Context: an optimization exercise on an open-source flow, tuned for small area and a short achievable clock period. The choices shown serve that exercise and are no tape-out recipe. At most, simulation tests tie the RTL to the original design; equivalence was not proved.

== JK ==
Design Pipeline_1, start of the top module:
module Pipeline_1(
input clk,rst,
input [7:0]a,b,c,d,
output [7:0]out
    );
==> flow/config.mk <==
export PLATFORM = sky130hd
export DESIGN_NAME = Pipeline_1
export DESIGN_NICKNAME = Pipeline_1
export VERILOG_FILES = /design/flow/design.v
export SDC_FILE = /design/flow/constraint.sdc
export NUM_CORES = 4
export LEC_CHECK = 0
export ABC_AREA = 1
export CAP_MARGIN = 20
export CORE_MARGIN = 2
export CORE_UTILIZATION = 60
export CTS_BUF_LIST = sky130_fd_sc_hd__clkbuf_8
export SLEW_MARGIN = 20
export SYNTH_HIERARCHICAL = 1
export SYNTH_MINIMUM_KEEP_SIZE = 0
==> flow/constraint.sdc <==
create_clock -name core_clock -period 36.0 [get_ports {clk}]
set_input_delay 7.2000 -clock core_clock [delete_from_list [all_inputs] [get_ports {clk}]]
set_output_delay 7.2000 -clock core_clock [all_outputs]
set_load 0.01 [all_outputs]
standard.sh (not shown) runs the stock make flow with config.mk's settings and CLKGATE_MAP_FILE= SYNTH_SCRIPT=/design/flow/synth_recipe.tcl, a recipe that flattens the netlist after the stock synthesis.
==> flow/flow/run.sh <==
#!/bin/bash
# Own flow: the standard layout (standard.sh, unchanged synthesis, floorplan,
# power grid, placement, CTS and routing), except that the port buffers that
# global placement inserts are plain sky130_fd_sc_hd__buf_2 cells instead of the
# default delay-cell buffers. make's full output goes to standard.log here; ORFS
# also keeps each step's own log under orfs/logs/.
set -euo pipefail
export BUFFER_PORTS_ARGS="-buffer_cell sky130_fd_sc_hd__buf_2"
export SETUP_SLACK_MARGIN=25
bash standard.sh > standard.log 2>&1
Edits applied to the flow inputs when going from JK to MS:
-- flow/flow/run.sh --
<<< JK, line 7
set -euo pipefail
export BUFFER_PORTS_ARGS="-buffer_cell sky130_fd_sc_hd__buf_2"
export SETUP_SLACK_MARGIN=25
bash standard.sh > standard.log 2>&1
>>> MS, line 7
set -euo pipefail
export BUFFER_PORTS_ARGS="-buffer_cell sky130_fd_sc_hd__buf_2"
export SETUP_SLACK_MARGIN=26
bash standard.sh > standard.log 2>&1
### Flow results
In the metrics for MS and JK, the one carrying the lower wire length of the first global-routing pass is JK. [compare] base=JK new=MS: wire length has increased; number of global-route vias before repair increased 41. Changes observed in MS relative to JK: synthesized area was more or less identical, fmax went up, transition time at the pin with the least slew margin dropped 0.0074 ns. JK → MS: max-slew headroom at the worst pin grew by 0.49 points; final critical-path setup slack grew by 0.080 ns. JK was smaller in final cell area than MS.
[inputs] AL vs MS
Settings: putting PLACE_DENSITY at 0.85 where nothing was set; swapping 60 for 75 in CORE_UTILIZATION.
-- flow/flow/run.sh --
<<< MS, line 7
set -euo pipefail
export BUFFER_PORTS_ARGS="-buffer_cell sky130_fd_sc_hd__buf_2"
export SETUP_SLACK_MARGIN=26
bash standard.sh > standard.log 2>&1
>>> AL, line 7
set -euo pipefail
export BUFFER_PORTS_ARGS="-buffer_cell sky130_fd_sc_hd__buf_2"
export SETUP_SLACK_MARGIN=25.5
bash standard.sh > standard.log 2>&1
==> summary.txt <==
Of the two values seen for cell at the slowest stage of the critical path, sky130_fd_sc_hd__dfxtp_2 was produced by MS and sky130_fd_sc_hd__dfxtp_4 by AL.
HPWL after detailed placement essentially unchanged between AL and MS.
Diff MS -> AL: count of instances resized after the clock tree is built down 2.
The following lists how TR was set up differently from AL:
Settings: setting CTS_CLUSTER_DIAMETER to 100 for the first time; changing CORE_UTILIZATION from 75 to 60; removing PLACE_DENSITY (formerly 0.85); setting CTS_CLUSTER_SIZE to 40 for the first time.
-- flow/flow/run.sh --
<<< AL, line 7
set -euo pipefail
export BUFFER_PORTS_ARGS="-buffer_cell sky130_fd_sc_hd__buf_2"
export SETUP_SLACK_MARGIN=25.5
bash standard.sh > standard.log 2>&1
>>> TR, line 7
set -euo pipefail
export BUFFER_PORTS_ARGS="-buffer_cell sky130_fd_sc_hd__buf_2"
export SETUP_SLACK_MARGIN=25
bash standard.sh > standard.log 2>&1
## What came out
- Both conditions hold for TR: the flow ran to the end and the final layout passed the timing, design-rule and antenna checks.
- Comparing AL and TR, the lower count of clock-buffer cells in the layout is on TR.
- AL reports its standard cell with the maximum stage delay on the critical path as sky130_fd_sc_hd__dfxtp_4 while TR reports sky130_fd_sc_hd__dfxtp_1.
- Share of the clock period used by the worst path: TR vs AL down 1.3 points
- Comparing AL against TR, there is no change at all in count of input and output buffers.

---

## job 1882
Starting RTL as in the previous note.
make LEC_CHECK=0 ABC_AREA=1 CAP_MARGIN=20 CORE_MARGIN=2 CORE_UTILIZATION=60 CTS_BUF_LIST=sky130_fd_sc_hd__clkbuf_8 SLEW_MARGIN=20 SYNTH_HIERARCHICAL=1 SYNTH_MINIMUM_KEEP_SIZE=0 finish   # period 36.0 ns
run.sh (not shown) runs the stock make flow with config.mk's settings and CLKGATE_MAP_FILE= SYNTH_SCRIPT=/design/flow/synth_recipe.tcl, a recipe that flattens the netlist after the stock synthesis.
Stock flow here: none of the scripts above is used.
Every stage of the flow completed for job 1882, and the final layout passed the timing, design-rule and antenna checks.
Edits applied to the flow inputs when going from job 1882 to job 3548:
==> flow/flow/run.sh (new file) <==
#!/bin/bash
# Own flow: the standard layout (standard.sh) with these changes:
#  - synthesis is the standard flow's synthesis script (synth_recipe.tcl) unchanged, except
#    that the abc step maps each module separately with ORFS's area script
#    plus a delay target (flow/abc_map.script, flow/abc_override.tcl); the
#    registers are exactly those of the standard synthesis;
#  - the port buffers that global placement inserts on every input and output
#    are sky130_fd_sc_hd__buf_2 cells instead of the default delay-cell buffers;
#  - timing repair aims for a setup slack of 25 ns at the design's 36 ns clock.
# The rest (floorplan, power grid, tap cells, placement, CTS, routing) is
# standard.sh unchanged. Logs: synth.log (synthesis make run), standard.log
# (the rest); ORFS also keeps each step's log under orfs/logs/.
set -euo pipefail
W=$PWD
export BUFFER_PORTS_ARGS="-buffer_cell sky130_fd_sc_hd__buf_2"
export SETUP_SLACK_MARGIN=25
export ABC_SCRIPT_FILE=$W/flow/abc_map.script
export ABC_DMAP="Pipeline_1=9000 Pipeline_1_seg3=1500"
printf 'source %s\nsource %s\n' "$W/flow/abc_override.tcl" "$W/synth_recipe.tcl" > "$W/own_synth.tcl"
sed "s#SYNTH_SCRIPT=[^ ]*#SYNTH_SCRIPT=$W/own_synth.tcl#" standard.sh > own_standard.sh
bash own_standard.sh synth > synth.log 2>&1
bash standard.sh > standard.log 2>&1
==> flow/flow/abc_map.script (new file) <==
strash
dch
map -B 0.9 {D}
topo
stime -c
buffer -c
upsize -c {D}
dnsize -c {D}
==> flow/flow/abc_override.tcl (new file) <==
# Sourced before synth_recipe.tcl: replaces Yosys's abc command so that each
# module is mapped on its own, with the script in ABC_SCRIPT_FILE (where {D}
# stands for the delay target) and the per-module delay target in ps from
# ABC_DMAP ("module=ps ..."). Registers are not touched by abc.
proc abc {args} {
  set i [lsearch $args -D]
  if {$i >= 0} { set args [lreplace $args $i [expr {$i+1}]] }
  set fh [open $::env(ABC_SCRIPT_FILE) r]; set tmpl [read $fh]; close $fh
  foreach kv $::env(ABC_DMAP) {
    lassign [split $kv =] mod d
    set sf $::env(OBJECTS_DIR)/abc_$mod.script
    set fh [open $sf w]; puts -nonewline $fh [string map [list "{D}" "-D $d"] $tmpl]; close $fh
    set j [lsearch $args -script]
    set a [lreplace $args $j [expr {$j+1}] -script $sf]
    puts "abc for module $mod with delay target $d ps"
    yosys abc {*}$a $mod
  }
}
==> flow/standard.sh (new file) <==
#!/bin/bash
# synth_recipe.tcl (not shown) runs the flow's synth.tcl, then flattens the netlist and writes it again
# the make line also repeats each setting of config.mk as NAME=value (left out here)
make -C /OpenROAD-flow-scripts/flow DESIGN_CONFIG=/design/flow/config.mk WORK_HOME=/design/flow/orfs CLKGATE_MAP_FILE= SYNTH_SCRIPT=/design/flow/synth_recipe.tcl "${@:-finish}"
removed: flow/run.sh
### Flow results
Job 1882: flow completed, timing, DRC and antenna clean. Having completed the whole flow, job 3548 delivered a layout that passed the timing, design-rule and antenna checks. Taking job 1882 as the reference, in job 3548 minimum clock period after layout lower, area of the core decreased 3.9%.
Inputs modified between job 3548 and job 9842:
==> flow/flow/run.sh <==
#!/bin/bash
# Own flow: the standard layout (standard.sh, unchanged synthesis, floorplan,
# power grid, placement, CTS and routing), except that the port buffers that
# global placement inserts are plain sky130_fd_sc_hd__buf_2 cells instead of the
# default delay-cell buffers. make's full output goes to standard.log here; ORFS
# also keeps each step's own log under orfs/logs/.
set -euo pipefail
export BUFFER_PORTS_ARGS="-buffer_cell sky130_fd_sc_hd__buf_2"
bash standard.sh > standard.log 2>&1
removed: flow/flow/abc_map.script
removed: flow/flow/abc_override.tcl
Comparing job 3548 and job 9842, the higher cell count was measured on job 3548.
Against job 3548, job 9842 comes in 6 lower on multi-input gate count.
Re met2 routed wirelength: job 9842 is about 5% down on job 3548.
Changes observed in job 9842 relative to job 3548: post-route standard cell area excluding fillers lost about 3.3%; deepest level of the CTS H-tree essentially unchanged; area of the core region +about 4%.
Cell at the slowest stage of the critical path: sky130_fd_sc_hd__dfxtp_1 -> job 9842, sky130_fd_sc_hd__dfxtp_4 -> job 3548
Job 9842 vs job 3548, worst path arrival time went up by 0.55 ns.
Comparing fraction of the mapped netlist area in simple logic gates for job 3548 and job 9842, the bigger number came from job 9842.
Inputs modified between job 9842 and job 8495:
diff --git a/flow/flow/run.sh b/flow/flow/run.sh
--- a/flow/flow/run.sh
+++ b/flow/flow/run.sh
@@ -8,2 +8,3 @@
 export BUFFER_PORTS_ARGS="-buffer_cell sky130_fd_sc_hd__buf_2"
+export SETUP_SLACK_MARGIN=26.5
 bash standard.sh > standard.log 2>&1
==> summary.txt <==
- Having completed the whole flow, job 9842 delivered a layout that passed the timing, design-rule and antenna checks.
- Job 8495 | status: complete | timing, DRC, antenna: pass
- Overall routed net length: lower on job 9842
- Routability-driven placement congestion ratio: job 9842 vs job 8495 identical
- Compared with job 9842, in job 8495 fmax rose 0.0067 GHz, global routing usage summed across all routing layers went up by 1.3 points, number of detailed-routing iterations run before antenna repair up 1.
- Between job 8495 and job 9842, it is job 8495 whose inverter count is higher, by about 0.4%.
- Post-layout instance area on job 8495 is behind job 9842.
Inputs modified between job 8495 and job 7975:
Settings: a change of CORE_UTILIZATION from 60 to 50.
diff --git a/flow/flow/run.sh b/flow/flow/run.sh
--- a/flow/flow/run.sh
+++ b/flow/flow/run.sh
@@ -8,3 +8,3 @@
 export BUFFER_PORTS_ARGS="-buffer_cell sky130_fd_sc_hd__buf_2"
-export SETUP_SLACK_MARGIN=26.5
+export SETUP_SLACK_MARGIN=25
 bash standard.sh > standard.log 2>&1
- A category of the most critical setup path of reg2out is what job 7975 shows, while reg2reg belongs to job 8495.
- The faster design of the two is job 7975; job 8495 tops out lower.
- Job 7975 vs. job 8495: wire length after detailed routing went down 18%, layout overhead on the synthesized area went down 17 points, final standard cell utilization of the core went down 21 points, final hold slack held.
The inputs of job 3022 differ from those of job 7975 as listed below.
Settings: swapping 50 for 60 in CORE_UTILIZATION; putting GPL_TIMING_DRIVEN at 1 where nothing was set; putting PLACE_DENSITY at 0.75 where nothing was set.
==> flow/flow/run.sh <==
#!/bin/bash
# Own flow: the standard layout (standard.sh, run whole and unchanged:
# synthesis with the standard flow's synthesis script, floorplan, power grid, tap cells,
# placement, CTS and routing) with two settings passed through the environment:
#  - the port buffers that global placement inserts on every input and output
#    are sky130_fd_sc_hd__buf_2 cells instead of the default delay-cell buffers;
#  - timing repair (repair_timing in floorplan, CTS and global route) aims for a
#    setup slack of 25 ns at the design's 36 ns clock, so it sizes up the
#    slowest paths; the clock period and constraints are the design's.
# make's full output goes to standard.log here; ORFS also keeps each step's own
# log under orfs/logs/.
set -euo pipefail
export BUFFER_PORTS_ARGS="-buffer_cell sky130_fd_sc_hd__buf_2"
export SETUP_SLACK_MARGIN=25
bash standard.sh > standard.log 2>&1
==> comparison <==
Between job 3022 and job 7975, the latest clock arrival within the worst-skew pair does not differ in any meaningful way.
The via count normalized by instance count of job 3022 exceeds that of job 7975 by 5.9%.
In the reports for job 7975 and job 3022, the smaller area of the die belongs to job 3022.
Job 3022 vs. job 7975: design area about even; total wirelength of the detailed-routed design has decreased.

---

Another version of the RTL of Pipeline_1 (not shown whole).
Size in the first run: about 1300 cells after synthesis, roughly 75 flip-flops.
Settings: LEC_CHECK=0, ABC_AREA=1, CAP_MARGIN=20, CORE_MARGIN=2, CORE_UTILIZATION=60, CTS_BUF_LIST=sky130_fd_sc_hd__clkbuf_8, SLEW_MARGIN=20, SYNTH_HIERARCHICAL=1, SYNTH_MINIMUM_KEEP_SIZE=0; clock period 36.0 ns.
standard.sh (not shown) runs the stock make flow with config.mk's settings and CLKGATE_MAP_FILE= SYNTH_SCRIPT=/design/flow/synth_recipe.tcl, a recipe that flattens the netlist after the stock synthesis.
==> flow/flow/run.sh <==
#!/bin/bash
# Own flow: the standard layout (standard.sh, run whole and unchanged:
# synthesis with the standard flow's synthesis script, floorplan, power grid, tap cells,
# placement, CTS and routing) with two settings passed through the environment:
#  - the port buffers that global placement inserts on every input and output
#    are sky130_fd_sc_hd__buf_2 cells instead of the default delay-cell buffers;
#  - timing repair (repair_timing in floorplan, CTS and global route) aims for a
#    setup slack of 26 ns at the design's 36 ns clock, so it sizes up the
#    slowest paths; the clock period and constraints are the design's.
# make's full output goes to standard.log here; ORFS also keeps each step's own
# log under orfs/logs/.
set -euo pipefail
export BUFFER_PORTS_ARGS="-buffer_cell sky130_fd_sc_hd__buf_2"
export SETUP_SLACK_MARGIN=26
bash standard.sh > standard.log 2>&1
Change:
--- a/flow/flow/run.sh
+++ b/flow/flow/run.sh
@@ -8 +8 @@
-#    setup slack of 26 ns at the design's 36 ns clock, so it sizes up the
+#    setup slack of 25.5 ns at the design's 36 ns clock, so it sizes up the
@@ -14 +14 @@
-export SETUP_SLACK_MARGIN=26
+export SETUP_SLACK_MARGIN=25.5
The changed run went through all stages and came out clean.
Setup slack got worse by 0.085 ns.
Worst hold slack stays flat.
Die area is unchanged.
Change:
--- a/flow/flow/run.sh
+++ b/flow/flow/run.sh
@@ -8 +8 @@
-#    setup slack of 25.5 ns at the design's 36 ns clock, so it sizes up the
+#    setup slack of 25 ns at the design's 36 ns clock, so it sizes up the
@@ -14 +14 @@
-export SETUP_SLACK_MARGIN=25.5
+export SETUP_SLACK_MARGIN=25
Outcome: Die area is unchanged. Maximum frequency hardly moves. Area after synthesis is unchanged.
Function was not checked in any run of this note: the RTL went through the layout flow alone.

---

== onyx ==
Another version of the RTL of Pipeline_1 (not shown whole).
Size: roughly 1400 cells after synthesis, about 75 flip-flops, about 42 I/O pins, ~0.0086 mm^2 of cells after synthesis.
==> flow/design.v (excerpt) <==
module Pipeline_1(
input clk,rst,
input [7:0]a,b,c,d,
output [7:0]out
    );
==> flow/config.mk <==
export PLATFORM = sky130hd
export DESIGN_NAME = Pipeline_1
export DESIGN_NICKNAME = Pipeline_1
export VERILOG_FILES = /design/flow/design.v
export SDC_FILE = /design/flow/constraint.sdc
export NUM_CORES = 4
export LEC_CHECK = 0
export ABC_AREA = 1
export CAP_MARGIN = 20
export CORE_MARGIN = 2
export CORE_UTILIZATION = 60
export CTS_BUF_LIST = sky130_fd_sc_hd__clkbuf_8
export SLEW_MARGIN = 20
export SYNTH_HIERARCHICAL = 1
export SYNTH_MINIMUM_KEEP_SIZE = 0
==> flow/constraint.sdc <==
create_clock -name core_clock -period 36.0 [get_ports {clk}]
set_input_delay 7.2000 -clock core_clock [delete_from_list [all_inputs] [get_ports {clk}]]
set_output_delay 7.2000 -clock core_clock [all_outputs]
set_load 0.01 [all_outputs]
==> flow/flow/run.sh <==
#!/bin/bash
# Own flow: the standard layout (standard.sh: ORFS synthesis with the standard flow's
# synthesis script, floorplan, power grid, placement, CTS, routing) with three
# settings changed:
#  - ADDER_MAP_FILE is empty, so synthesis does not extract full/half adder
#    cells and ABC maps the (bit-level) arithmetic like any other logic; the
#    registers are the same as in the standard synthesis;
#  - the port buffers that global placement inserts are sky130_fd_sc_hd__buf_2;
#  - timing repair aims for a setup slack of 25.6 ns at the design's 36 ns clock.
# make's full output goes to standard.log here; ORFS keeps each step's own log
# under orfs/logs/.
set -euo pipefail
export ADDER_MAP_FILE=
export BUFFER_PORTS_ARGS="-buffer_cell sky130_fd_sc_hd__buf_2"
export SETUP_SLACK_MARGIN=25.6
bash standard.sh > standard.log 2>&1
Inputs modified between onyx and cedar:
-- flow/flow/run.sh --
<<< onyx, line 8
#  - the port buffers that global placement inserts are sky130_fd_sc_hd__buf_2;
#  - timing repair aims for a setup slack of 25.6 ns at the design's 36 ns clock.
# make's full output goes to standard.log here; ORFS keeps each step's own log
>>> cedar, line 8
#  - the port buffers that global placement inserts are sky130_fd_sc_hd__buf_2;
#  - timing repair aims for a setup slack of 25 ns at the design's 36 ns clock.
# make's full output goes to standard.log here; ORFS keeps each step's own log
<<< onyx, line 14
export BUFFER_PORTS_ARGS="-buffer_cell sky130_fd_sc_hd__buf_2"
export SETUP_SLACK_MARGIN=25.6
bash standard.sh > standard.log 2>&1
>>> cedar, line 14
export BUFFER_PORTS_ARGS="-buffer_cell sky130_fd_sc_hd__buf_2"
export SETUP_SLACK_MARGIN=25
bash standard.sh > standard.log 2>&1
==> comparison <==
Cell area | cedar vs onyx | cedar smaller
From onyx to cedar the numbers moved as follows: worst stage delay on the critical path went up, met1 wire length dropped about 2.8%, post-route non-filler standard cell count decreased about 2%, post-route worst setup slack went down, worst-case headroom to the max-slew limit lower.
Comparing cedar against onyx, there is no change at all in DRC violation count after routing.
Cmp cedar and onyx / final worst-path cycle share / lower: onyx
cedar — non-clock buffer instance count of the final layout 37% lower, onyx as reference
Going from onyx to cedar, the sequential fraction of total cell area was found to have gone up by 0.58 points.
Function was not checked in any run of this note: the RTL went through the layout flow alone.

-- afterwards: timing with drivers on the ports --
The results above use ideal ports. As a check the final layouts listed here were re-extracted and re-timed, cells and wires unchanged. Step 1 (the two cells are an assumption about what drives the block):
set clk [get_ports {clk}]
set_driving_cell -lib_cell sky130_fd_sc_hd__clkbuf_16 $clk
set_driving_cell -lib_cell sky130_fd_sc_hd__buf_2 [delete_from_list [all_inputs] $clk]
Step 2, shift: input delay + t, output delay - t, t = (earliest + latest rising clock arrival at the registers) / 2. This alone moves slack from input paths to output paths. Three values: ideal ports, drivers, drivers and shift; two values: the first two.
run | t (ns) | slack for setup (ns) | latest minus earliest clock arrival (ns) | worst register clock-pin slew, ns | pins driven straight from the clock port
JK | 0.395 | 26.170 / 26.135 / 26.352 | 0.017 / 0.017 | 0.09 / 0.09 | 1
MS | 0.398 | 26.250 / 26.215 / 26.452 | 0.020 / 0.020 | 0.09 / 0.09 | 1
AL | 0.409 | 25.701 / 25.701 / 25.701 | 0.013 / 0.012 | 0.09 / 0.09 | 1
TR | 0.395 | 26.170 / 26.135 / 26.352 | 0.017 / 0.017 | 0.09 / 0.09 | 1
job 1882 | 0.402 | 25.483 / 25.483 / 25.483 | 0.015 / 0.016 | 0.09 / 0.09 | 1
job 3548 | 0.397 | 26.107 / 26.107 / 26.107 | 0.006 / 0.006 | 0.08 / 0.08 | 1
job 9842 | 0.395 | 25.512 / 25.512 / 25.512 | 0.017 / 0.017 | 0.09 / 0.09 | 1
job 8495 | 0.408 | 26.201 / 26.201 / 26.201 | 0.025 / 0.025 | 0.09 / 0.09 | 1
job 7975 | 0.400 | 26.239 / 26.203 / 26.366 | 0.015 / 0.015 | 0.09 / 0.09 | 1
job 3022 | 0.393 | 26.131 / 26.131 / 26.131 | 0.009 / 0.009 | 0.08 / 0.08 | 1
the first run of note 3 | 0.414 | 26.264 / 26.225 / 26.639 | 0.019 / 0.020 | 0.09 / 0.09 | 1
the second run of note 3 | 0.413 | 26.179 / 26.140 / 26.553 | 0.016 / 0.016 | 0.09 / 0.09 | 1
the third run of note 3 | 0.413 | 26.180 / 26.141 / 26.280 | 0.018 / 0.017 | 0.09 / 0.09 | 1
onyx | 0.407 | 26.453 / 26.453 / 26.444 | 0.009 / 0.009 | 0.09 / 0.09 | 1
cedar | 0.406 | 26.390 / 26.390 / 26.390 | 0.013 / 0.013 | 0.09 / 0.09 | 1
After both steps setup and hold are still met in every run listed. The setup slack of onyx, which loses most, moves by 0.000 ns with the drivers and by -0.009 ns with both steps.
